This is an optimization exercise on Yosys and OpenROAD, whose aim is small area, not a production implementation. No activity file was given, so power comes from the tool's default toggle rates.

Setup of lane 1:
==> module kypd, before the edit <==
module kypd(
input clk, rst, sample_en,
input [1:0] state,
input [3:0] row,
output [3:0] col,
output done,
output reg [15:0] number
);
reg [2:0] gap;       
reg [1:0] rank;      
reg [2:0] count;
reg [1:0] new_rank;
reg [3:0] key;
wire [3:0] pressed = ~row;
wire [3:0] order = (state == 2'd0) ? {pressed[2], pressed[1], pressed[0], pressed[3]} : pressed;
wire any_new = |pressed;
wire button_released = sample_en & ~any_new & (gap == 3'd3) ;
assign col[0] = (state == 2'd0) ? 1'b0 : 1'b1;
assign col[1] = (state == 2'd1) ? 1'b0 : 1'b1;
assign col[2] = (state == 2'd2) ? 1'b0 : 1'b1;
assign col[3] = (state == 2'd3) ? 1'b0 : 1'b1;
always @(*)
begin
	casez (order)
		4'b1???: new_rank = 2'd3;
		4'b01??: new_rank = 2'd2;
		4'b001?: new_rank = 2'd1;
		default: new_rank = 2'd0;
	endcase
end
always @(*)
begin
	case ({state, rank})
		4'h0: key = 4'h0;
		4'h1: key = 4'h1;
		4'h2: key = 4'h4;
		4'h3: key = 4'h7;
		4'h4: key = 4'h2;
		4'h5: key = 4'h5;
		4'h6: key = 4'h8;
		4'h7: key = 4'hf;
		4'h8: key = 4'h3;
		4'h9: key = 4'h6;
		4'ha: key = 4'h9;
		4'hb: key = 4'he;
		4'hc: key = 4'ha;
		4'hd: key = 4'hb;
		4'he: key = 4'hc;
		default: key = 4'hd;
	endcase
end
assign done = count[2];
always @(posedge clk)
begin
	if (rst)
		gap <= 3'd4;
	else if (sample_en)
	begin
		if (any_new)
			gap <= 3'd0;
		else if (~gap[2])
			gap <= gap + 3'd1;
	end
end
always @(posedge clk)
begin
	if (sample_en & any_new)
		rank <= new_rank;
end
always @(posedge clk)
begin
	if (rst)
		count <= 3'd0;
	else if (button_released)
		count <= done ? 3'd0 : count + 3'd1;
end
always @(posedge clk)
begin
	if (button_released & ~done)
		number <= {number[11:0], key};
end
endmodule
clock: 10.0 ns
lec_check: 0
cap_margin: 20
core_margin: 2
core_utilization: 60
cts_buf_list: sky130_fd_sc_hd__clkbuf_8
cts_cluster_diameter: 50
cts_cluster_size: 20
place_density: 0.7
slew_margin: 20
standard.sh (not shown) runs the stock make flow with config.mk's settings and CLKGATE_MAP_FILE= SYNTH_SCRIPT=/design/flow/synth_recipe.tcl, a recipe that flattens the netlist after the stock synthesis.
==> flow/flow/run.sh <==
#!/bin/bash
# The standard layout, with the port buffers made from the smallest buffer cell.
set -euo pipefail
bash standard.sh BUFFER_PORTS_ARGS="-buffer_cell sky130_fd_sc_hd__buf_1" finish > standard.log 2>&1
Lane 1 went all the way through the flow, and no timing, DRC or antenna check failed.
Changes in lane 2 relative to lane 1:
--- a/flow/design.v
+++ b/flow/design.v
@@ -18,46 +18,22 @@
 output reg [15:0] number
 );
 reg [2:0] gap;       
-reg [1:0] rank;      
 reg [2:0] count;
-reg [1:0] new_rank;
 reg [3:0] key;
 wire [3:0] pressed = ~row;
-wire [3:0] order = (state == 2'd0) ? {pressed[2], pressed[1], pressed[0], pressed[3]} : pressed;
 wire any_new = |pressed;
-wire button_released = sample_en & ~any_new & (gap == 3'd3) ;
+wire button_released = sample_en & ~any_new & (gap == 3'd3);
 assign col[0] = (state == 2'd0) ? 1'b0 : 1'b1;
 assign col[1] = (state == 2'd1) ? 1'b0 : 1'b1;
 assign col[2] = (state == 2'd2) ? 1'b0 : 1'b1;
 assign col[3] = (state == 2'd3) ? 1'b0 : 1'b1;
 always @(*)
 begin
-	casez (order)
-		4'b1???: new_rank = 2'd3;
-		4'b01??: new_rank = 2'd2;
-		4'b001?: new_rank = 2'd1;
-		default: new_rank = 2'd0;
-	endcase
-end
-always @(*)
-begin
-	case ({state, rank})
-		4'h0: key = 4'h0;
-		4'h1: key = 4'h1;
-		4'h2: key = 4'h4;
-		4'h3: key = 4'h7;
-		4'h4: key = 4'h2;
-		4'h5: key = 4'h5;
-		4'h6: key = 4'h8;
-		4'h7: key = 4'hf;
-		4'h8: key = 4'h3;
-		4'h9: key = 4'h6;
-		4'ha: key = 4'h9;
-		4'hb: key = 4'he;
-		4'hc: key = 4'ha;
-		4'hd: key = 4'hb;
-		4'he: key = 4'hc;
-		default: key = 4'hd;
+	case (state)
+		2'd0: key = pressed[2] ? 4'h7 : pressed[1] ? 4'h4 : pressed[0] ? 4'h1 : 4'h0;
+		2'd1: key = pressed[3] ? 4'hf : pressed[2] ? 4'h8 : pressed[1] ? 4'h5 : 4'h2;
+		2'd2: key = pressed[3] ? 4'he : pressed[2] ? 4'h9 : pressed[1] ? 4'h6 : 4'h3;
+		default: key = pressed[3] ? 4'hd : pressed[2] ? 4'hc : pressed[1] ? 4'hb : 4'ha;
 	endcase
 end
 assign done = count[2];
@@ -75,11 +51,6 @@
 end
 always @(posedge clk)
 begin
-	if (sample_en & any_new)
-		rank <= new_rank;
-end
-always @(posedge clk)
-begin
 	if (rst)
 		count <= 3'd0;
 	else if (button_released)
@@ -87,8 +58,13 @@
 end
 always @(posedge clk)
 begin
-	if (button_released & ~done)
-		number <= {number[11:0], key};
+	if (sample_en & any_new & ~done)
+		number[3:0] <= key;
+end
+always @(posedge clk)
+begin
+	if (button_released & ~done & ~(count[1] & count[0]))
+		number[15:4] <= number[11:0];
 end
 endmodule
 module input_password(
Results
- Lane 2 did not stop at any stage, and its layout met the timing, design-rule and antenna checks.
- Net switching fraction of the power (lane 2 over lane 1): increase, 1.0 points
- Final critical-path setup slack: lane 2 vs lane 1, no meaningful difference
- Taking lane 1 as the reference, in lane 2 power in the clock group shows an increase of about 11%; clock-pin slew of the registers on the worst-case setup and hold paths saw little to no change; post-route core utilization climbed 1.6 points.
- Half-perimeter wire length of the detailed placement result, lane 1 and lane 2, higher one = lane 2.
- Relative to lane 1, worst hold slack has decreased by 0.0085 ns in lane 2.
- Lane 2 vs. lane 1: headroom to the max-slew limit up 0.60 points; number of clock sinks down 2; wire length up 2.5%.
- Between lane 1 and lane 2, the difference in via total after detailed routing is negligible.
- Diff lane 1..lane 2 | complex-gate fraction of the synthesized area | negligible
Function was not checked in any run of this note: the RTL went through the layout flow alone.

separate check: timing with driven ports:
The flow's constraints put no driver on any port. The routed layouts listed below were extracted and timed again, unchanged, in two steps.
Step 1 assumes that a clkbuf_16 drives the clock port and a buf_2 every other input.
Step 2 also shifts input and output timing later by t, the mid clock arrival at the registers, as if the neighbouring blocks saw the same clock.
Three values: ideal ports, drivers, drivers and shift; two values: the first two.
run	shift t [ns]	setup WS [ns]	hold WS [ns]	worst setup path after step 2	pins driven straight from the clock port
lane 1	0.547	5.052 / 5.026 / 5.026	0.325 / 0.325 / 0.325	input to output	1
lane 2	0.572	5.052 / 5.026 / 5.026	0.317 / 0.317 / 0.317	input to output	1
After both steps setup and hold are still met in every run listed.
